Source: an optimization exercise on an open RTL-to-GDS flow (aim: small area). Production flows keep margins and buffers that such runs may drop.
At most, simulation tests tie the RTL to the original design; equivalence was not proved.
The flow treats the clock pin as an ideal source. Dropping or thinning the clock tree relies on that and would not hold on a real chip.
Power is estimated from default activity; no workload was simulated.

==> run B <==
==> flow/design.v (excerpt) <==
module home_automation
    (
        input clk, reset,
        input rx,
        output tx,
        output warning_o, alert_o,
        input AC_push_button,
        input threat,
        input [8-1:0] temparature_i,
        input [8-1:0] WINDOW_STATUS_i,
        input [4-1:0] DOOR_STATUS_i,
        input [11:0] time_i,
        input [7:0] sunlight_level_i,
        output blinds_status_o,
        input wire a,
        input wire b,
        output wire [2:0] led_status,
        input water_meter_status_i,
        input [7:0] home_tap_status_i,
        input gas_meter_i,
        input gas_detector_i,
        input [1:0] stove_status_i,
        output AC_heat_o, AC_cool_o,
        output lock_doors_o, lock_windows_o
    );
    wire uart_rx_done;
    wire [7:0] uart_rx_data;
    wire [1:0] security_level;
    uart_controller_rx UART_RX (clk, reset, rx, uart_rx_done, uart_rx_data);
    uart_controller_tx UART_TX (clk, reset, tx, security_level);
    wire ECO_mod_valid_r;
    wire emergency_control_valid;
    wire [1:0] ac_working_mode_r;
    wire [16-1:0] person_count_r;
    wire security_control_valid_r;
    panel_controller CONTROL_PANEL (clk, reset, uart_rx_done, uart_rx_data,
        emergency_control_valid, ECO_mod_valid_r, ac_working_mode_r, person_count_r, security_control_valid_r);
    wire AC_ECO_STATUS;
    ac_control_unit AC_UNIT_CONTROLlER (AC_push_button, AC_ECO_STATUS, clk, reset);
    fsm_lights LIGHTS (a, b, clk, reset, led_status);
    secuirty_hazard_controller SECURTY_CONTROL (clk, reset, threat, security_level);
    wire TEMPCONTROLLER_ac_heat_w, TEMPCONTROLLER_ac_cool_w, NOWASTE_ac_energy_w;
    wire [1:0] ac_mode_w = ac_working_mode_r & {2{AC_ECO_STATUS}};
    assign AC_heat_o = ~NOWASTE_ac_energy_w & TEMPCONTROLLER_ac_heat_w;
    assign AC_cool_o = ~NOWASTE_ac_energy_w & TEMPCONTROLLER_ac_cool_w;
  ...
==> module uart_controller_rx, before the edit <==
module uart_controller_rx (clk, reset, rx, data_ready, data_out);
    input clk, reset, rx;
    output data_ready;
    output [7:0] data_out;
    reg  [6:0] rc;
    reg        busy;
    reg  [8:0] rs;
    wire rtick = (rc == 7'b1000100);                       
    wire rfb   = rc[6] ^ rc[5] ^ rc[1] ^ rc[0] ^ ~|rc[5:0];
    wire ren   = busy | ~rx;
    wire rzero = ~|rs;
    wire rstop = rs[0];
    assign data_ready = busy & rstop & rtick;
    assign data_out   = rs[8:1];
    always @(posedge clk, posedge reset) begin
        if (reset) begin
            rc   <= 7'd0;
            busy <= 1'b0;
        end else begin
            rc <= ren ? {rc[5:0], rfb} : 7'd0;
            if (~busy)
                busy <= ~rx;
            else if (data_ready)
                busy <= 1'b0;
        end
    end
    always @(posedge clk) begin
        if (~busy)
            rs <= 9'd0;
        else if (rtick & ~rstop)
            rs <= {rx | rzero, rs[8:1]};
    end
endmodule
==> module uart_controller_tx, before the edit <==
module uart_controller_tx (clk, reset, tx, level);
    input clk, reset;
    input [1:0] level;
    output tx;
    reg  [6:0] tc;
    reg  [3:0] q;
    wire tsend = |level;
    wire tidle = ~|q;
    wire ten   = ~tidle | tsend;
    wire ttick = (tc == 7'b1100000);                       
    wire tfb   = tc[6] ^ tc[5] ^ tc[1] ^ tc[0];
    always @(posedge clk, posedge reset) begin
        if (reset) begin
            tc <= 7'b0000001;
            q  <= 4'b0000;
        end else begin
            tc <= ten ? {tc[5:0], tfb} : 7'b0000001;
            if (tidle) begin
                if (tsend) q <= {2'b10, level};
            end else if (ttick) begin
                if (~q[3])                 q <= {1'b0, q[2:0] + 3'd1};
                else if (q[1:0] == 2'b00)  q <= 4'b0001;
                else if (~q[2])            q <= {2'b11, q[1:0]};
                else                       q <= {1'b1, q[1], 2'b00};
            end
        end
    end
    assign tx = q[3] ? (q[2] & (q[0] | ~q[1])) : ((q[2:0] == 3'd0) | (q[2:0] == 3'd7));
endmodule
export LEC_CHECK = 0
export CAP_MARGIN = 20
export CORE_MARGIN = 2
export CORE_UTILIZATION = 40
export PLACE_DENSITY = 0.6
export SLEW_MARGIN = 20
create_clock -name core_clock -period 10.0 [get_ports {clk}]
standard.sh (not shown) runs the stock make flow with config.mk's settings and CLKGATE_MAP_FILE= SYNTH_SCRIPT=/design/flow/synth_recipe.tcl, a recipe that flattens the netlist after the stock synthesis.
==> flow/flow/run.sh <==
#!/bin/bash
# The standard layout (standard.sh) with these changes:
#  - synthesis is the standard synthesis script with only the ABC mapping
#    script replaced by an area-oriented one (flow/area.abc); registers are
#    mapped before ABC runs, so they are the standard synthesis's registers;
#  - after synthesis (POST_SYNTH hook) every combinational cell is given its
#    smallest drive strength; the standard repair steps resize where needed;
#  - input/output port buffers are sky130_fd_sc_hd__buf_1;
#  - the clock tree uses small clock buffers and no dummy loads.
# All ORFS logs stay under orfs/logs; make's own output goes to standard_flow.log.
set -euo pipefail
HERE=$(pwd)
# synthesis script: synth_recipe.tcl, sourcing a copy of ORFS synth.tcl whose
# abc call uses flow/area.abc as its script
sed 's#log_cmd abc {\*}$abc_args#set si [expr {[lsearch $abc_args -script] + 1}]\nset abc_args [lreplace $abc_args $si $si '"$HERE"'/flow/area.abc]\nlog_cmd abc {*}$abc_args#' \
  "$FLOW_HOME/scripts/synth.tcl" > "$HERE/synth_area.tcl"
grep -q 'flow/area.abc' "$HERE/synth_area.tcl"
sed 's#source $::env(SCRIPTS_DIR)/synth.tcl#source '"$HERE"'/synth_area.tcl#' synth_recipe.tcl > "$HERE/synth_recipe_area.tcl"
grep -q 'synth_area.tcl' "$HERE/synth_recipe_area.tcl"
CTS="-sink_clustering_enable -repair_clock_nets -buf_list {sky130_fd_sc_hd__clkbuf_4 sky130_fd_sc_hd__clkbuf_8} -root_buf sky130_fd_sc_hd__clkbuf_8 -dont_use_dummy_load"
bash standard.sh \
  "SYNTH_SCRIPT=$HERE/synth_recipe_area.tcl" \
  "ABC_AREA=1" \
  "POST_SYNTH_TCL=$HERE/flow/downsize.tcl" \
  "BUFFER_PORTS_ARGS=-buffer_cell sky130_fd_sc_hd__buf_1" \
  "CTS_ARGS=$CTS" \
  finish > standard_flow.log 2>&1
==> flow/flow/area.abc <==
strash
&get -n
&st
&dch -f
&nf -R 1000
&put
topo
dnsize
Other scripts of this flow, unchanged in this note and not shown: flow/flow/downsize.tcl
==> inputs of run M, as changes to run B <==
--- a/flow/design.v
+++ b/flow/design.v
@@ -10,7 +10,7 @@
     wire ren   = busy | ~rx;
     wire rzero = ~|rs;
     wire rstop = rs[0];
-    assign data_ready = busy & rstop & rtick;
+    assign data_ready = rstop & rtick;
     assign data_out   = rs[8:1];
     always @(posedge clk, posedge reset) begin
         if (reset) begin
@@ -24,12 +24,9 @@
                 busy <= 1'b0;
         end
     end
-    always @(posedge clk) begin
-        if (~busy)
-            rs <= 9'd0;
-        else if (rtick & ~rstop)
-            rs <= {rx | rzero, rs[8:1]};
-    end
+    wire rsh = rtick & ~rstop;
+    always @(posedge clk)
+        rs <= rsh ? {rx | rzero, rs[8:1]} : (rs & {9{busy}});
 endmodule
 module uart_controller_tx (clk, reset, tx, level);
     input clk, reset;
@@ -42,14 +39,14 @@
     wire ten   = ~tidle | tsend;
     wire ttick = (tc == 7'b1100000);                       
     wire tfb   = tc[6] ^ tc[5] ^ tc[1] ^ tc[0];
-    always @(posedge clk, posedge reset) begin
-        if (reset) begin
-            tc <= 7'b0000001;
+    always @(posedge clk)
+        tc <= ten ? {tc[5:0], tfb} : 7'b0000001;
+    always @(posedge clk, posedge reset) begin
+        if (reset) begin
             q  <= 4'b0000;
         end else begin
-            tc <= ten ? {tc[5:0], tfb} : 7'b0000001;
-            if (tidle) begin
-                if (tsend) q <= {2'b10, level};
+            if (tidle & tsend) begin
+                q <= {2'b10, level};
             end else if (ttick) begin
                 if (~q[3])                 q <= {1'b0, q[2:0] + 3'd1};
                 else if (q[1:0] == 2'b00)  q <= 4'b0001;
==> flow/flow/area.abc (replaced) <==
strash
balance
rewrite
refactor
balance
rewrite
rewrite -z
balance
refactor -z
rewrite -z
balance
strash
&get -n
&st
&dch -f
&nf -R 1000
&put
strash
&get -n
&st
&dch -f
&nf -R 1000
&put
strash
&get -n
&st
&dch -f
&nf -R 1000
&put
topo
dnsize
==> inputs of run K, as changes to run B <==
--- a/flow/design.v
+++ b/flow/design.v
@@ -36,29 +36,37 @@
     input [1:0] level;
     output tx;
     reg  [6:0] tc;
-    reg  [3:0] q;
+    reg  [3:0] ts;
+    reg  [1:0] td;
     wire tsend = |level;
-    wire tidle = ~|q;
+    wire tidle = (ts == 4'd0);
     wire ten   = ~tidle | tsend;
     wire ttick = (tc == 7'b1100000);                       
     wire tfb   = tc[6] ^ tc[5] ^ tc[1] ^ tc[0];
+    wire [4:0] scy;
+    wire [3:0] sinc;
+    assign scy[0] = 1'b1;
+    genvar i;
+    generate for (i = 0; i < 4; i = i + 1) begin : g_sinc
+        assign sinc[i]  = ts[i] ^ scy[i];
+        assign scy[i+1] = ts[i] & scy[i];
+    end endgenerate
     always @(posedge clk, posedge reset) begin
         if (reset) begin
             tc <= 7'b0000001;
-            q  <= 4'b0000;
+            ts <= 4'd0;
         end else begin
             tc <= ten ? {tc[5:0], tfb} : 7'b0000001;
             if (tidle) begin
-                if (tsend) q <= {2'b10, level};
-            end else if (ttick) begin
-                if (~q[3])                 q <= {1'b0, q[2:0] + 3'd1};
-                else if (q[1:0] == 2'b00)  q <= 4'b0001;
-                else if (~q[2])            q <= {2'b11, q[1:0]};
-                else                       q <= {1'b1, q[1], 2'b00};
-            end
-        end
-    end
-    assign tx = q[3] ? (q[2] & (q[0] | ~q[1])) : ((q[2:0] == 3'd0) | (q[2:0] == 3'd7));
+                if (tsend) ts <= 4'd1;
+            end else if (ttick)
+                ts <= (ts == 4'd10) ? 4'd0 : sinc;
+        end
+    end
+    always @(posedge clk)
+        if (tidle & tsend) td <= level;
+    assign tx = ~((ts == 4'd1) | (ts == 4'd2 & ~td[0]) | (ts == 4'd3 & ~td[1]) |
+                  ((ts >= 4'd4) & (ts <= 4'd9)));
 endmodule
 module panel_controller (clk, reset, uart_rx_done, uart_rx_data,
     emergency_control_valid, ECO_mod_valid_r, ac_working_mode_r, person_count_r, security_control_valid_r);
==> flow/flow/run.sh (replaced) <==
#!/bin/bash
# The standard layout (standard.sh) with three changes:
#  - after synthesis (POST_SYNTH hook) every combinational cell is given its
#    smallest drive strength; the standard repair steps resize where needed;
#  - input/output port buffers are sky130_fd_sc_hd__buf_1;
#  - the clock tree uses small clock buffers and no dummy loads.
# All ORFS logs stay under orfs/logs; make's own output goes to standard_flow.log.
set -euo pipefail
HERE=$(pwd)
CTS="-sink_clustering_enable -repair_clock_nets -buf_list {sky130_fd_sc_hd__clkbuf_4 sky130_fd_sc_hd__clkbuf_8} -root_buf sky130_fd_sc_hd__clkbuf_8 -dont_use_dummy_load"
bash standard.sh \
  "POST_SYNTH_TCL=$HERE/flow/downsize.tcl" \
  "BUFFER_PORTS_ARGS=-buffer_cell sky130_fd_sc_hd__buf_1" \
  "CTS_ARGS=$CTS" \
  finish > standard_flow.log 2>&1
removed: flow/flow/area.abc
==> inputs of run H, as changes to run B <==
--- a/flow/design.v
+++ b/flow/design.v
@@ -36,29 +36,37 @@
     input [1:0] level;
     output tx;
     reg  [6:0] tc;
-    reg  [3:0] q;
+    reg  [3:0] ts;
+    reg  [1:0] td;
     wire tsend = |level;
-    wire tidle = ~|q;
+    wire tidle = (ts == 4'd0);
     wire ten   = ~tidle | tsend;
     wire ttick = (tc == 7'b1100000);                       
     wire tfb   = tc[6] ^ tc[5] ^ tc[1] ^ tc[0];
+    wire [4:0] scy;
+    wire [3:0] sinc;
+    assign scy[0] = 1'b1;
+    genvar i;
+    generate for (i = 0; i < 4; i = i + 1) begin : g_sinc
+        assign sinc[i]  = ts[i] ^ scy[i];
+        assign scy[i+1] = ts[i] & scy[i];
+    end endgenerate
     always @(posedge clk, posedge reset) begin
         if (reset) begin
             tc <= 7'b0000001;
-            q  <= 4'b0000;
+            ts <= 4'd0;
         end else begin
             tc <= ten ? {tc[5:0], tfb} : 7'b0000001;
             if (tidle) begin
-                if (tsend) q <= {2'b10, level};
-            end else if (ttick) begin
-                if (~q[3])                 q <= {1'b0, q[2:0] + 3'd1};
-                else if (q[1:0] == 2'b00)  q <= 4'b0001;
-                else if (~q[2])            q <= {2'b11, q[1:0]};
-                else                       q <= {1'b1, q[1], 2'b00};
-            end
-        end
-    end
-    assign tx = q[3] ? (q[2] & (q[0] | ~q[1])) : ((q[2:0] == 3'd0) | (q[2:0] == 3'd7));
+                if (tsend) ts <= 4'd1;
+            end else if (ttick)
+                ts <= (ts == 4'd10) ? 4'd0 : sinc;
+        end
+    end
+    always @(posedge clk)
+        if (tidle & tsend) td <= level;
+    assign tx = ~((ts == 4'd1) | (ts == 4'd2 & ~td[0]) | (ts == 4'd3 & ~td[1]) |
+                  ((ts >= 4'd4) & (ts <= 4'd9)));
 endmodule
 module panel_controller (clk, reset, uart_rx_done, uart_rx_data,
     emergency_control_valid, ECO_mod_valid_r, ac_working_mode_r, person_count_r, security_control_valid_r);
==> flow/flow/area.abc (replaced) <==
strash
ifraig
scorr
dc2
strash
balance
rewrite
refactor
balance
rewrite
rewrite -z
balance
refactor -z
rewrite -z
balance
dch -f
map -a
topo
dnsize
==> notes <==
- Between run M and run K, the lower non-clock buffer count is in run K (gap 2).
- First-iteration DRC count: run M is higher than run H (91%).
- The highest clock skew belongs to run H, the lowest to run M.
- Area after synthesis, lowest first: run M, run B, run H, run K.
- Of run M and run B, run B has the higher sequential power (gap about 9%, measured against run B).
- Routed wire length: run B > run H > run M > run K.
- The highest hold slack belongs to run M, the lowest to run B.
- Clock-buffer cell count is the same in run M and run K.
- Worst setup slack: run B is better than run M (130 ps).
- Synthesized cell count: run M < run K < run B < run H.
- Global-route usage, highest first: run B, run H, run M, run K.
==> figures <==
quantity                                                                       run M          run K          run H          run B
Synthesized area per cell                                                 12.2 sq um     12.3 sq um     10.6 sq um     11.5 sq um
Portion of netlist area occupied by mux cells                                  2.34%          3.86%         0.619%          1.32%
Mapped Area                                                               3310 sq um     3530 sq um     3430 sq um     3400 sq um
Layout-to-synthesis area ratio                                                1.155x         1.144x         1.148x         1.149x
Final clock skew                                                             15.3 ps        21.1 ps        22.2 ps        16.4 ps
Ratio of routed vias to standard cells                                          5.04           5.01           4.89           5.02
Global placement routability congestion                                        0.694          0.738          0.784          0.768
Post-place instance area                                                  3700 sq um     3910 sq um     3810 sq um     3790 sq um
Outcome                                             no timing/DRC/antenna violations  no timing/DRC/antenna violations  no timing/DRC/antenna violations  no timing/DRC/antenna violations
Combined area of the multi-input logic cells                              1390 sq um     1530 sq um     1300 sq um     1460 sq um
Number of cell instances on the worst register-to-register path                   25             22             28             24
Post-Route Utilization                                                         47.0%          46.8%          47.7%          47.6%
Reg2reg start                                                          UART_RX.rc[1]  UART_RX.rc[1]  UART_RX.rc[5]  UART_RX.rc[1]
Clock latency (worst-skew pair)                                               340 ps         350 ps         340 ps         340 ps
Die H                                                                        95.0 um        98.0 um        96.6 um        96.3 um
Detailed Route Iter0 Violations                                                   63             74             33             76
Hold slack final                                                              377 ps         365 ps         364 ps         357 ps
Share of flip-flops with an asynchronous set or reset after synthesis          79.5%          86.3%          86.3%          88.5%
Rel. slew slack                                                                49.1%          43.9%          43.0%          44.3%
Combinational Power Share                                                      17.7%          18.6%          24.2%          23.5%
Flip-flop and latch area                                                  1870 sq um     1970 sq um     1970 sq um     1910 sq um
Full die area                                                             9020 sq um     9600 sq um     9340 sq um     9270 sq um
Net count reported at finish                                                     433            443            482            457
The RTL of run B and run M was laid out without a check of its function.

---

==> inputs of 09-09 <==
home_automation, a different RTL version from the one above (not shown whole).
==> module uart_controller_rx, before the edit <==
module uart_controller_rx (clk, reset, rx, data_ready, data_out);
    input clk, reset, rx;
    output data_ready;
    output [7:0] data_out;
    reg  [6:0] rc;
    reg        busy;
    reg  [8:0] rs;
    wire rtick = (rc == 7'b1000100);                       
    wire rfb   = rc[6] ^ rc[5] ^ rc[1] ^ rc[0] ^ ~|rc[5:0];
    wire ren   = busy | ~rx;
    wire rzero = ~|rs;
    wire rstop = rs[0];
    assign data_ready = rstop & rtick;
    assign data_out   = rs[8:1];
    always @(posedge clk, posedge reset) begin
        if (reset) begin
            rc   <= 7'd0;
            busy <= 1'b0;
        end else begin
            rc <= ren ? {rc[5:0], rfb} : 7'd0;
            if (~busy)
                busy <= ~rx;
            else if (data_ready)
                busy <= 1'b0;
        end
    end
    wire rsh = rtick & ~rstop;
    always @(posedge clk)
        rs <= rsh ? {rx | rzero, rs[8:1]} : (rs & {9{busy}});
endmodule
export LEC_CHECK = 0
export CAP_MARGIN = 20
export CORE_MARGIN = 2
export CORE_UTILIZATION = 40
export PLACE_DENSITY = 0.6
export SLEW_MARGIN = 20
create_clock -name core_clock -period 10.0 [get_ports {clk}]
==> flow/flow/run.sh <==
#!/bin/bash
# The standard layout (standard.sh) with these changes:
#  - synthesis is the standard synthesis script with only the ABC mapping
#    script replaced by an area-oriented one (flow/area.abc); registers are
#    mapped before ABC runs, so they are the standard synthesis's registers;
#  - after synthesis (POST_SYNTH hook) every combinational cell is given its
#    smallest drive strength; the standard repair steps resize where needed;
#  - input/output port buffers are sky130_fd_sc_hd__buf_1;
#  - the clock tree uses small clock buffers and no dummy loads; after
#    clock_tree_synthesis (POST_CTS hook, flow/clock_tree.tcl) its eight leaf
#    buffers are regrouped into four clusters around the registers' centroids.
# All ORFS logs stay under orfs/logs; make's own output goes to standard_flow.log.
set -euo pipefail
HERE=$(pwd)
# synthesis script: synth_recipe.tcl, sourcing a copy of ORFS synth.tcl whose
# abc call uses flow/area.abc as its script
sed 's#log_cmd abc {\*}$abc_args#set si [expr {[lsearch $abc_args -script] + 1}]\nset abc_args [lreplace $abc_args $si $si '"$HERE"'/flow/area.abc]\nlog_cmd abc {*}$abc_args#' \
  "$FLOW_HOME/scripts/synth.tcl" > "$HERE/synth_area.tcl"
grep -q 'flow/area.abc' "$HERE/synth_area.tcl"
sed 's#source $::env(SCRIPTS_DIR)/synth.tcl#source '"$HERE"'/synth_area.tcl#' synth_recipe.tcl > "$HERE/synth_recipe_area.tcl"
grep -q 'synth_area.tcl' "$HERE/synth_recipe_area.tcl"
CTS="-sink_clustering_enable -repair_clock_nets -buf_list {sky130_fd_sc_hd__clkbuf_4 sky130_fd_sc_hd__clkbuf_8} -root_buf sky130_fd_sc_hd__clkbuf_8 -dont_use_dummy_load"
bash standard.sh "CLK_LEAVES=5" \
  "SYNTH_SCRIPT=$HERE/synth_recipe_area.tcl" \
  "ABC_AREA=1" \
  "POST_SYNTH_TCL=$HERE/flow/downsize.tcl" \
  "BUFFER_PORTS_ARGS=-buffer_cell sky130_fd_sc_hd__buf_1" \
  "CTS_ARGS=$CTS" \
  "POST_CTS_TCL=$HERE/flow/clock_tree.tcl" \
  finish > standard_flow.log 2>&1
==> flow/flow/clock_tree.tcl <==
# Merge leaf clock buffers: keep `keep` leaves (those driven by the root),
# move the sinks of each other leaf to the nearest kept one, and give kept
# leaves the master `leaf_master`.
proc merge_clock_leaves { keep leaf_master root_master } {
  set block [ord::get_db_block]
  set db [ord::get_db]
  set clk_net [$block findNet clk]
  set roots {}
  foreach it [$clk_net getITerms] { if { [$it isInputSignal] } { lappend roots [$it getInst] } }
  if { [llength $roots] != 1 } { puts "merge: clock port drives [llength $roots] cells, left as is"; return }
  set root [lindex $roots 0]
  set rout [[$root findITerm X] getNet]
  set leaves {}
  foreach it [$rout getITerms] {
    set inst [$it getInst]
    if { $inst == $root } { continue }
    if { [string match *clkbuf* [[$inst getMaster] getName]] } { lappend leaves $inst }
  }
  # choose kept leaves greedily: farthest-point sampling
  set kept [list [lindex $leaves 0]]
  while { [llength $kept] < $keep && [llength $kept] < [llength $leaves] } {
    set bestd -1; set besti {}
    foreach l $leaves {
      if { [lsearch $kept $l] >= 0 } { continue }
      set lx [lindex [$l getLocation] 0]; set ly [lindex [$l getLocation] 1]
      set md 1e18
      foreach k $kept {
        set d [expr { abs($lx - [lindex [$k getLocation] 0]) + abs($ly - [lindex [$k getLocation] 1]) }]
        if { $d < $md } { set md $d }
      }
      if { $md > $bestd } { set bestd $md; set besti $l }
    }
    lappend kept $besti
  }
  set removed 0
  foreach l $leaves {
    if { [lsearch $kept $l] >= 0 } { continue }
    set lnet [[$l findITerm X] getNet]
    set sinks {}
    foreach sit [$lnet getITerms] { if { [$sit getInst] != $l } { lappend sinks $sit } }
    foreach sit $sinks {
      set bb [[$sit getInst] getLocation]
      set md 1e18; set tgt {}
      foreach k $kept {
        set d [expr { abs([lindex $bb 0] - [lindex [$k getLocation] 0]) + abs([lindex $bb 1] - [lindex [$k getLocation] 1]) }]
        if { $d < $md } { set md $d; set tgt $k }
      }
      $sit disconnect
      $sit connect [[$tgt findITerm X] getNet]
    }
    [$l findITerm A] disconnect
    [$l findITerm X] disconnect
    odb::dbInst_destroy $l
    odb::dbNet_destroy $lnet
    incr removed
  }
  foreach k $kept { $k swapMaster [$db findMaster $leaf_master] }
  $root swapMaster [$db findMaster $root_master]
  puts "merge: removed $removed leaves, kept [llength $kept] ($leaf_master), root $root_master"
}

# Re-cluster the clock sinks: keep `keep` leaf buffers, assign every sink to
# its nearest kept leaf and move each leaf to its cluster's centroid (a few
# Lloyd iterations), with leaf master `leaf_master` and root `root_master`.
proc recluster_clock { keep leaf_master root_master iters } {
  merge_clock_leaves $keep $leaf_master $root_master
  set block [ord::get_db_block]
  set clk_net [$block findNet clk]
  foreach it [$clk_net getITerms] { if { [$it isInputSignal] } { set root [$it getInst] } }
  set rout [[$root findITerm X] getNet]
  set leaves {}
  foreach it [$rout getITerms] {
    set inst [$it getInst]
    if { $inst != $root } { lappend leaves $inst }
  }
  set sinks {}
  foreach l $leaves {
    foreach sit [[[$l findITerm X] getNet] getITerms] { if { [$sit getInst] != $l } { lappend sinks $sit } }
  }
  for { set n 0 } { $n < $iters } { incr n } {
    # centroids
    foreach l $leaves { set sx($l) 0.0; set sy($l) 0.0; set cnt($l) 0 }
    foreach sit $sinks {
      set l [[[$sit getNet] getFirstOutput] getInst]
      set loc [[$sit getInst] getLocation]
      set sx($l) [expr { $sx($l) + [lindex $loc 0] }]
      set sy($l) [expr { $sy($l) + [lindex $loc 1] }]
      incr cnt($l)
    }
    foreach l $leaves {
      if { $cnt($l) > 0 } {
        $l setLocation [expr { int($sx($l) / $cnt($l)) }] [expr { int($sy($l) / $cnt($l)) }]
      }
    }
    # reassign
    foreach sit $sinks {
      set loc [[$sit getInst] getLocation]
      set md 1e18; set tgt {}
      foreach l $leaves {
        set d [expr { abs([lindex $loc 0] - [lindex [$l getLocation] 0]) + abs([lindex $loc 1] - [lindex [$l getLocation] 1]) }]
        if { $d < $md } { set md $d; set tgt $l }
      }
      set tnet [[$tgt findITerm X] getNet]
      if { [$sit getNet] != $tnet } { $sit disconnect; $sit connect $tnet }
    }
  }
  # root at the centroid of the leaves
  set x 0.0; set y 0.0
  foreach l $leaves { set x [expr { $x + [lindex [$l getLocation] 0] }]; set y [expr { $y + [lindex [$l getLocation] 1] }] }
  $root setLocation [expr { int($x / [llength $leaves]) }] [expr { int($y / [llength $leaves]) }]
  foreach l $leaves { puts "recluster: leaf [$l getName] drives [expr {[llength [[[$l findITerm X] getNet] getITerms]] - 1}] sinks" }
}

# POST_CTS hook: the H-tree from clock_tree_synthesis has one root and eight
# leaf buffers; regroup the registers into CLK_LEAVES clusters around their
# centroids, each driven by one leaf buffer, then legalize the placement.
set nleaves 4
if { [info exists ::env(CLK_LEAVES)] } { set nleaves $::env(CLK_LEAVES) }
set leafm sky130_fd_sc_hd__clkbuf_8
if { [info exists ::env(CLK_LEAF_CELL)] } { set leafm $::env(CLK_LEAF_CELL) }
set rootm sky130_fd_sc_hd__clkbuf_4
if { [info exists ::env(CLK_ROOT_CELL)] } { set rootm $::env(CLK_ROOT_CELL) }
recluster_clock $nleaves $leafm $rootm 6
detailed_placement
estimate_parasitics -placement
report_clock_skew
Other scripts of this flow, unchanged in this note and not shown: flow/flow/area.abc, flow/flow/downsize.tcl
==> 12-25 (differences from 09-09) <==
--- a/flow/design.v
+++ b/flow/design.v
@@ -5,28 +5,31 @@
     reg  [6:0] rc;
     reg        busy;
     reg  [8:0] rs;
-    wire rtick = (rc == 7'b1000100);                       
-    wire rfb   = rc[6] ^ rc[5] ^ rc[1] ^ rc[0] ^ ~|rc[5:0];
-    wire ren   = busy | ~rx;
+    wire rtick = (rc == 7'b1001000);                       
+    wire rfb   = rc[0] ^ rc[6] ^ (rc[1] & ~rc[4]);
     wire rzero = ~|rs;
     wire rstop = rs[0];
     assign data_ready = rstop & rtick;
     assign data_out   = rs[8:1];
-    always @(posedge clk, posedge reset) begin
-        if (reset) begin
-            rc   <= 7'd0;
+    always @(posedge clk)
+        rc <= busy ? {rc[5:0], rfb} : (rstop ? 7'b0100011 : 7'b0100001);    
+    always @(posedge clk, posedge reset) begin
+        if (reset)
             busy <= 1'b0;
-        end else begin
-            rc <= ren ? {rc[5:0], rfb} : 7'd0;
-            if (~busy)
-                busy <= ~rx;
-            else if (data_ready)
-                busy <= 1'b0;
-        end
-    end
-    wire rsh = rtick & ~rstop;
+        else if (~busy)
+            busy <= ~rx;
+        else if (data_ready)
+            busy <= 1'b0;
+    end
+    wire rsh = rtick & ~rstop & busy;
     always @(posedge clk)
-        rs <= rsh ? {rx | rzero, rs[8:1]} : (rs & {9{busy}});
+        rs[8:1] <= rsh ? {rx | rzero, rs[8:2]} : (rs[8:1] & {8{busy}});
+    always @(posedge clk, posedge reset) begin
+        if (reset)
+            rs[0] <= 1'b0;
+        else
+            rs[0] <= rsh ? rs[1] : (rs[0] & busy);
+    end
 endmodule
 module uart_controller_tx (clk, reset, tx, level);
     input clk, reset;
--- a/flow/flow/run.sh
+++ b/flow/flow/run.sh
@@ -20,7 +20,7 @@
 sed 's#source $::env(SCRIPTS_DIR)/synth.tcl#source '"$HERE"'/synth_area.tcl#' synth_recipe.tcl > "$HERE/synth_recipe_area.tcl"
 grep -q 'synth_area.tcl' "$HERE/synth_recipe_area.tcl"
 CTS="-sink_clustering_enable -repair_clock_nets -buf_list {sky130_fd_sc_hd__clkbuf_4 sky130_fd_sc_hd__clkbuf_8} -root_buf sky130_fd_sc_hd__clkbuf_8 -dont_use_dummy_load"
-bash standard.sh "CLK_LEAVES=5" \
+bash standard.sh "CLK_NO_ROOT=1" "CLK_SLEW_TARGET=0.112" "CLK_CAP_SLACK=100" \
   "SYNTH_SCRIPT=$HERE/synth_recipe_area.tcl" \
   "ABC_AREA=1" \
   "POST_SYNTH_TCL=$HERE/flow/downsize.tcl" \
--- a/flow/flow/clock_tree.tcl
+++ b/flow/flow/clock_tree.tcl
@@ -92,17 +92,46 @@
         $l setLocation [expr { int($sx($l) / $cnt($l)) }] [expr { int($sy($l) / $cnt($l)) }]
       }
     }
-    # reassign
+    # reassign, nearest leaf first but at most `cap` sinks per leaf, so that
+    # the leaves carry equal loads
+    set cap [expr { int(ceil(double([llength $sinks]) / [llength $leaves])) }]
+    if { [info exists ::env(CLK_CAP_SLACK)] } { incr cap $::env(CLK_CAP_SLACK) }
+    set pairs {}
+    set si 0
     foreach sit $sinks {
       set loc [[$sit getInst] getLocation]
-      set md 1e18; set tgt {}
+      set li 0
       foreach l $leaves {
         set d [expr { abs([lindex $loc 0] - [lindex [$l getLocation] 0]) + abs([lindex $loc 1] - [lindex [$l getLocation] 1]) }]
-        if { $d < $md } { set md $d; set tgt $l }
-      }
-      set tnet [[$tgt findITerm X] getNet]
+        lappend pairs [list $d $si $li]
+        incr li
+      }
+      incr si
+    }
+    set pairs [lsort -real -index 0 $pairs]
+    array unset done; array unset load
+    for { set li 0 } { $li < [llength $leaves] } { incr li } { set load($li) 0 }
+    foreach p $pairs {
+      lassign $p d si li
+      if { [info exists done($si)] || $load($li) >= $cap } { continue }
+      set done($si) 1
+      incr load($li)
+      set sit [lindex $sinks $si]
+      set tnet [[[lindex $leaves $li] findITerm X] getNet]
       if { [$sit getNet] != $tnet } { $sit disconnect; $sit connect $tnet }
     }
+  }
+  # final leaf positions: centroids of their clusters
+  foreach l $leaves { set sx($l) 0.0; set sy($l) 0.0; set cnt($l) 0 }
+  foreach sit $sinks {
+    set l [[[$sit getNet] getFirstOutput] getInst]
+    set loc [[$sit getInst] getLocation]
+    set sx($l) [expr { $sx($l) + [lindex $loc 0] }]
+    set sy($l) [expr { $sy($l) + [lindex $loc 1] }]
+    incr cnt($l)
+  }
+  foreach l $leaves {
+    if { $cnt($l) > 0 } { $l setLocation [expr { int($sx($l) / $cnt($l)) }] [expr { int($sy($l) / $cnt($l)) }] }
   }
   # root at the centroid of the leaves
   set x 0.0; set y 0.0
@@ -120,7 +149,68 @@
 if { [info exists ::env(CLK_LEAF_CELL)] } { set leafm $::env(CLK_LEAF_CELL) }
 set rootm sky130_fd_sc_hd__clkbuf_4
 if { [info exists ::env(CLK_ROOT_CELL)] } { set rootm $::env(CLK_ROOT_CELL) }
-recluster_clock $nleaves $leafm $rootm 6
+recluster_clock $nleaves $leafm $rootm 10
+if { [info exists ::env(CLK_NO_ROOT)] && $nleaves <= 4 } {
+  set block [ord::get_db_block]
+  set clk_net [$block findNet clk]
+  foreach it [$clk_net getITerms] { if { [$it isInputSignal] } { set root [$it getInst] } }
+  set rnet [[$root findITerm X] getNet]
+  set lits {}
+  foreach it [$rnet getITerms] { if { [$it getInst] != $root } { lappend lits $it } }
+  foreach it $lits { $it disconnect; $it connect $clk_net }
+  [$root findITerm A] disconnect
+  [$root findITerm X] disconnect
+  odb::dbInst_destroy $root
+  odb::dbNet_destroy $rnet
+  puts "clock_tree: root buffer removed; clock port drives [llength $lits] leaf buffers"
+}
+detailed_placement
+estimate_parasitics -placement
+
+set slew_target 0.100
+if { [info exists ::env(CLK_SLEW_TARGET)] } { set slew_target $::env(CLK_SLEW_TARGET) }
+proc clock_leaves {} {
+  set block [ord::get_db_block]
+  set leaves {}
+  foreach inst [$block getInsts] {
+    set m [[$inst getMaster] getName]
+    if { ![string match *clkbuf* $m] } { continue }
+    set onet [[$inst findITerm X] getNet]
+    set drives_regs 0
+    foreach it [$onet getITerms] {
+      if { [string match *df* [[[$it getInst] getMaster] getName]] } { set drives_regs 1; break }
+    }
+    if { $drives_regs } { lappend leaves $inst }
+  }
+  return $leaves
+}
+foreach pass {1 2 3 4} {
+  set changed 0
+  foreach l [clock_leaves] {
+    set mx 0
+    foreach it [[[$l findITerm X] getNet] getITerms] {
+      set i [$it getInst]
+      if { $i == $l } { continue }
+      set p [get_pins "[$i getName]/[[$it getMTerm] getName]"]
+      set s [get_property $p slew_max]
+      if { $s > $mx } { set mx $s }
+    }
+    set m [[$l getMaster] getName]
+    puts [format "clock_tree: leaf %s (%s) worst clock-pin slew %.1f ps" [$l getName] $m [expr {$mx * 1000}]]
+    if { $mx > $slew_target } {
+      set up ""
+      if { $m eq "sky130_fd_sc_hd__clkbuf_4" } { set up sky130_fd_sc_hd__clkbuf_8 }
+      if { $m eq "sky130_fd_sc_hd__clkbuf_8" } { set up sky130_fd_sc_hd__clkbuf_16 }
+      if { $up ne "" } {
+        replace_cell [$l getName] $up
+        puts "clock_tree: leaf [$l getName] upsized to $up"
+        set changed 1
+      }
+    }
+  }
+  if { !$changed } { break }
+  estimate_parasitics -placement
+}
 detailed_placement
 estimate_parasitics -placement
 report_clock_skew
==> 08-13 (differences from 09-09) <==
--- a/flow/design.v
+++ b/flow/design.v
@@ -5,28 +5,31 @@
     reg  [6:0] rc;
     reg        busy;
     reg  [8:0] rs;
-    wire rtick = (rc == 7'b1000100);                       
-    wire rfb   = rc[6] ^ rc[5] ^ rc[1] ^ rc[0] ^ ~|rc[5:0];
-    wire ren   = busy | ~rx;
+    wire rtick = (rc == 7'b1001000);                       
+    wire rfb   = rc[0] ^ rc[6] ^ (rc[1] & ~rc[4]);
     wire rzero = ~|rs;
     wire rstop = rs[0];
     assign data_ready = rstop & rtick;
     assign data_out   = rs[8:1];
-    always @(posedge clk, posedge reset) begin
-        if (reset) begin
-            rc   <= 7'd0;
+    always @(posedge clk)
+        rc <= busy ? {rc[5:0], rfb} : (rstop ? 7'b0100011 : 7'b0100001);    
+    always @(posedge clk, posedge reset) begin
+        if (reset)
             busy <= 1'b0;
-        end else begin
-            rc <= ren ? {rc[5:0], rfb} : 7'd0;
-            if (~busy)
-                busy <= ~rx;
-            else if (data_ready)
-                busy <= 1'b0;
-        end
-    end
-    wire rsh = rtick & ~rstop;
+        else if (~busy)
+            busy <= ~rx;
+        else if (data_ready)
+            busy <= 1'b0;
+    end
+    wire rsh = rtick & ~rstop & busy;
     always @(posedge clk)
-        rs <= rsh ? {rx | rzero, rs[8:1]} : (rs & {9{busy}});
+        rs[8:1] <= rsh ? {rx | rzero, rs[8:2]} : (rs[8:1] & {8{busy}});
+    always @(posedge clk, posedge reset) begin
+        if (reset)
+            rs[0] <= 1'b0;
+        else
+            rs[0] <= rsh ? rs[1] : (rs[0] & busy);
+    end
 endmodule
 module uart_controller_tx (clk, reset, tx, level);
     input clk, reset;
--- a/flow/flow/run.sh
+++ b/flow/flow/run.sh
@@ -20,7 +20,7 @@
 sed 's#source $::env(SCRIPTS_DIR)/synth.tcl#source '"$HERE"'/synth_area.tcl#' synth_recipe.tcl > "$HERE/synth_recipe_area.tcl"
 grep -q 'synth_area.tcl' "$HERE/synth_recipe_area.tcl"
 CTS="-sink_clustering_enable -repair_clock_nets -buf_list {sky130_fd_sc_hd__clkbuf_4 sky130_fd_sc_hd__clkbuf_8} -root_buf sky130_fd_sc_hd__clkbuf_8 -dont_use_dummy_load"
-bash standard.sh "CLK_LEAVES=5" \
+bash standard.sh "CLK_NO_ROOT=1" \
   "SYNTH_SCRIPT=$HERE/synth_recipe_area.tcl" \
   "ABC_AREA=1" \
   "POST_SYNTH_TCL=$HERE/flow/downsize.tcl" \
--- a/flow/flow/clock_tree.tcl
+++ b/flow/flow/clock_tree.tcl
@@ -92,17 +92,45 @@
         $l setLocation [expr { int($sx($l) / $cnt($l)) }] [expr { int($sy($l) / $cnt($l)) }]
       }
     }
-    # reassign
+    # reassign, nearest leaf first but at most `cap` sinks per leaf, so that
+    # the leaves carry equal loads
+    set cap [expr { int(ceil(double([llength $sinks]) / [llength $leaves])) }]
+    set pairs {}
+    set si 0
     foreach sit $sinks {
       set loc [[$sit getInst] getLocation]
-      set md 1e18; set tgt {}
+      set li 0
       foreach l $leaves {
         set d [expr { abs([lindex $loc 0] - [lindex [$l getLocation] 0]) + abs([lindex $loc 1] - [lindex [$l getLocation] 1]) }]
-        if { $d < $md } { set md $d; set tgt $l }
-      }
-      set tnet [[$tgt findITerm X] getNet]
+        lappend pairs [list $d $si $li]
+        incr li
+      }
+      incr si
+    }
+    set pairs [lsort -real -index 0 $pairs]
+    array unset done; array unset load
+    for { set li 0 } { $li < [llength $leaves] } { incr li } { set load($li) 0 }
+    foreach p $pairs {
+      lassign $p d si li
+      if { [info exists done($si)] || $load($li) >= $cap } { continue }
+      set done($si) 1
+      incr load($li)
+      set sit [lindex $sinks $si]
+      set tnet [[[lindex $leaves $li] findITerm X] getNet]
       if { [$sit getNet] != $tnet } { $sit disconnect; $sit connect $tnet }
     }
+  }
+  # final leaf positions: centroids of their clusters
+  foreach l $leaves { set sx($l) 0.0; set sy($l) 0.0; set cnt($l) 0 }
+  foreach sit $sinks {
+    set l [[[$sit getNet] getFirstOutput] getInst]
+    set loc [[$sit getInst] getLocation]
+    set sx($l) [expr { $sx($l) + [lindex $loc 0] }]
+    set sy($l) [expr { $sy($l) + [lindex $loc 1] }]
+    incr cnt($l)
+  }
+  foreach l $leaves {
+    if { $cnt($l) > 0 } { $l setLocation [expr { int($sx($l) / $cnt($l)) }] [expr { int($sy($l) / $cnt($l)) }] }
   }
   # root at the centroid of the leaves
   set x 0.0; set y 0.0
@@ -120,7 +148,68 @@
 if { [info exists ::env(CLK_LEAF_CELL)] } { set leafm $::env(CLK_LEAF_CELL) }
 set rootm sky130_fd_sc_hd__clkbuf_4
 if { [info exists ::env(CLK_ROOT_CELL)] } { set rootm $::env(CLK_ROOT_CELL) }
-recluster_clock $nleaves $leafm $rootm 6
+recluster_clock $nleaves $leafm $rootm 10
+if { [info exists ::env(CLK_NO_ROOT)] && $nleaves <= 4 } {
+  set block [ord::get_db_block]
+  set clk_net [$block findNet clk]
+  foreach it [$clk_net getITerms] { if { [$it isInputSignal] } { set root [$it getInst] } }
+  set rnet [[$root findITerm X] getNet]
+  set lits {}
+  foreach it [$rnet getITerms] { if { [$it getInst] != $root } { lappend lits $it } }
+  foreach it $lits { $it disconnect; $it connect $clk_net }
+  [$root findITerm A] disconnect
+  [$root findITerm X] disconnect
+  odb::dbInst_destroy $root
+  odb::dbNet_destroy $rnet
+  puts "clock_tree: root buffer removed; clock port drives [llength $lits] leaf buffers"
+}
+detailed_placement
+estimate_parasitics -placement
+
+set slew_target 0.100
+if { [info exists ::env(CLK_SLEW_TARGET)] } { set slew_target $::env(CLK_SLEW_TARGET) }
+proc clock_leaves {} {
+  set block [ord::get_db_block]
+  set leaves {}
+  foreach inst [$block getInsts] {
+    set m [[$inst getMaster] getName]
+    if { ![string match *clkbuf* $m] } { continue }
+    set onet [[$inst findITerm X] getNet]
+    set drives_regs 0
+    foreach it [$onet getITerms] {
+      if { [string match *df* [[[$it getInst] getMaster] getName]] } { set drives_regs 1; break }
+    }
+    if { $drives_regs } { lappend leaves $inst }
+  }
+  return $leaves
+}
+foreach pass {1 2 3 4} {
+  set changed 0
+  foreach l [clock_leaves] {
+    set mx 0
+    foreach it [[[$l findITerm X] getNet] getITerms] {
+      set i [$it getInst]
+      if { $i == $l } { continue }
+      set p [get_pins "[$i getName]/[[$it getMTerm] getName]"]
+      set s [get_property $p slew_max]
+      if { $s > $mx } { set mx $s }
+    }
+    set m [[$l getMaster] getName]
+    puts [format "clock_tree: leaf %s (%s) worst clock-pin slew %.1f ps" [$l getName] $m [expr {$mx * 1000}]]
+    if { $mx > $slew_target } {
+      set up ""
+      if { $m eq "sky130_fd_sc_hd__clkbuf_4" } { set up sky130_fd_sc_hd__clkbuf_8 }
+      if { $m eq "sky130_fd_sc_hd__clkbuf_8" } { set up sky130_fd_sc_hd__clkbuf_16 }
+      if { $up ne "" } {
+        replace_cell [$l getName] $up
+        puts "clock_tree: leaf [$l getName] upsized to $up"
+        set changed 1
+      }
+    }
+  }
+  if { !$changed } { break }
+  estimate_parasitics -placement
+}
 detailed_placement
 estimate_parasitics -placement
 report_clock_skew
==> summary.txt <==
Worst Setup Slack, final: 12-25 3.15 ns; 09-09 2.91 ns; 08-13 3.14 ns
Fraction of area in registers: 12-25 0.500; 09-09 0.503; 08-13 0.497
Combinational group power: 12-25 0.0738 mW; 09-09 0.109 mW; 08-13 0.0738 mW
Biggest cell delay along the critical path: 12-25 0.40 ns; 09-09 0.41 ns; 08-13 0.40 ns
Clk Latency, worst-skew pair: 12-25 0.16 ns; 09-09 0.38 ns; 08-13 0.15 ns
Total Power: 12-25 0.602 mW; 09-09 0.680 mW; 08-13 0.622 mW
Post-synth design cell area: 12-25 3230 µm²; 09-09 3270 µm²; 08-13 3230 µm²
R2r startpoint: 12-25 UART_RX.rc[4]; 09-09 UART_RX.rc[5]; 08-13 UART_RX.rc[1]
Outcome: 12-25 complete, no violations; 09-09 complete, no violations; 08-13 complete, no violations
Post-synth cell types: 12-25 35; 09-09 37; 08-13 35
Cell with the largest stage delay on the worst path: 12-25 sky130_fd_sc_hd__fa_1; 09-09 sky130_fd_sc_hd__dfrtp_1; 08-13 sky130_fd_sc_hd__fa_1
Post-synthesis mux area share: 12-25 0.0345; 09-09 0.0272; 08-13 0.0345
Fillers: 12-25 727; 09-09 738; 08-13 719
Worst supply voltage drop on vdd: 12-25 0.0957 mV; 09-09 0.108 mV; 08-13 0.0753 mV
Initial core utilization: 12-25 0.416; 09-09 0.418; 08-13 0.416
Finished Layout Cells: 12-25 435; 09-09 438; 08-13 435
Switching pwr: 12-25 0.145 mW; 09-09 0.190 mW; 08-13 0.147 mW

==> separate check: timing with driven ports <==
How much do the figures lean on ideal ports? The routed layouts below were timed once more, with nothing changed but the port constraints. Step 1 (the two cells are an assumption about what drives the block):
set clk [get_ports {clk}]
set_driving_cell -lib_cell sky130_fd_sc_hd__clkbuf_16 $clk
set_driving_cell -lib_cell sky130_fd_sc_hd__buf_2 [delete_from_list [all_inputs] $clk]
Step 2 adds t to the input delays and takes it off the output delays; t is the mean of the earliest and latest rising clock arrival at the registers after step 1. Input paths then give back, and output paths get back, about the clock's delay inside the block. Three values: ideal, step 1, step 2; two values: the first two.
run | shift t [ns] | slack for setup (ns) | worst setup path at the end
run B | 0.357 | 2.855 / 2.855 / 2.855 | register to register
run M | 0.361 | 2.725 / 2.725 / 2.725 | register to register
run K | 0.363 | 3.088 / 3.088 / 3.088 | register to register
run H | 0.360 | 2.833 / 2.833 / 2.833 | register to register
09-09 | 0.399 | 2.909 / 2.909 / 2.909 | register to register
12-25 | 0.213 | 3.148 / 3.148 / 3.148 | register to register
08-13 | 0.216 | 3.139 / 3.139 / 3.139 | register to register
After both steps setup and hold are still met in every run listed.
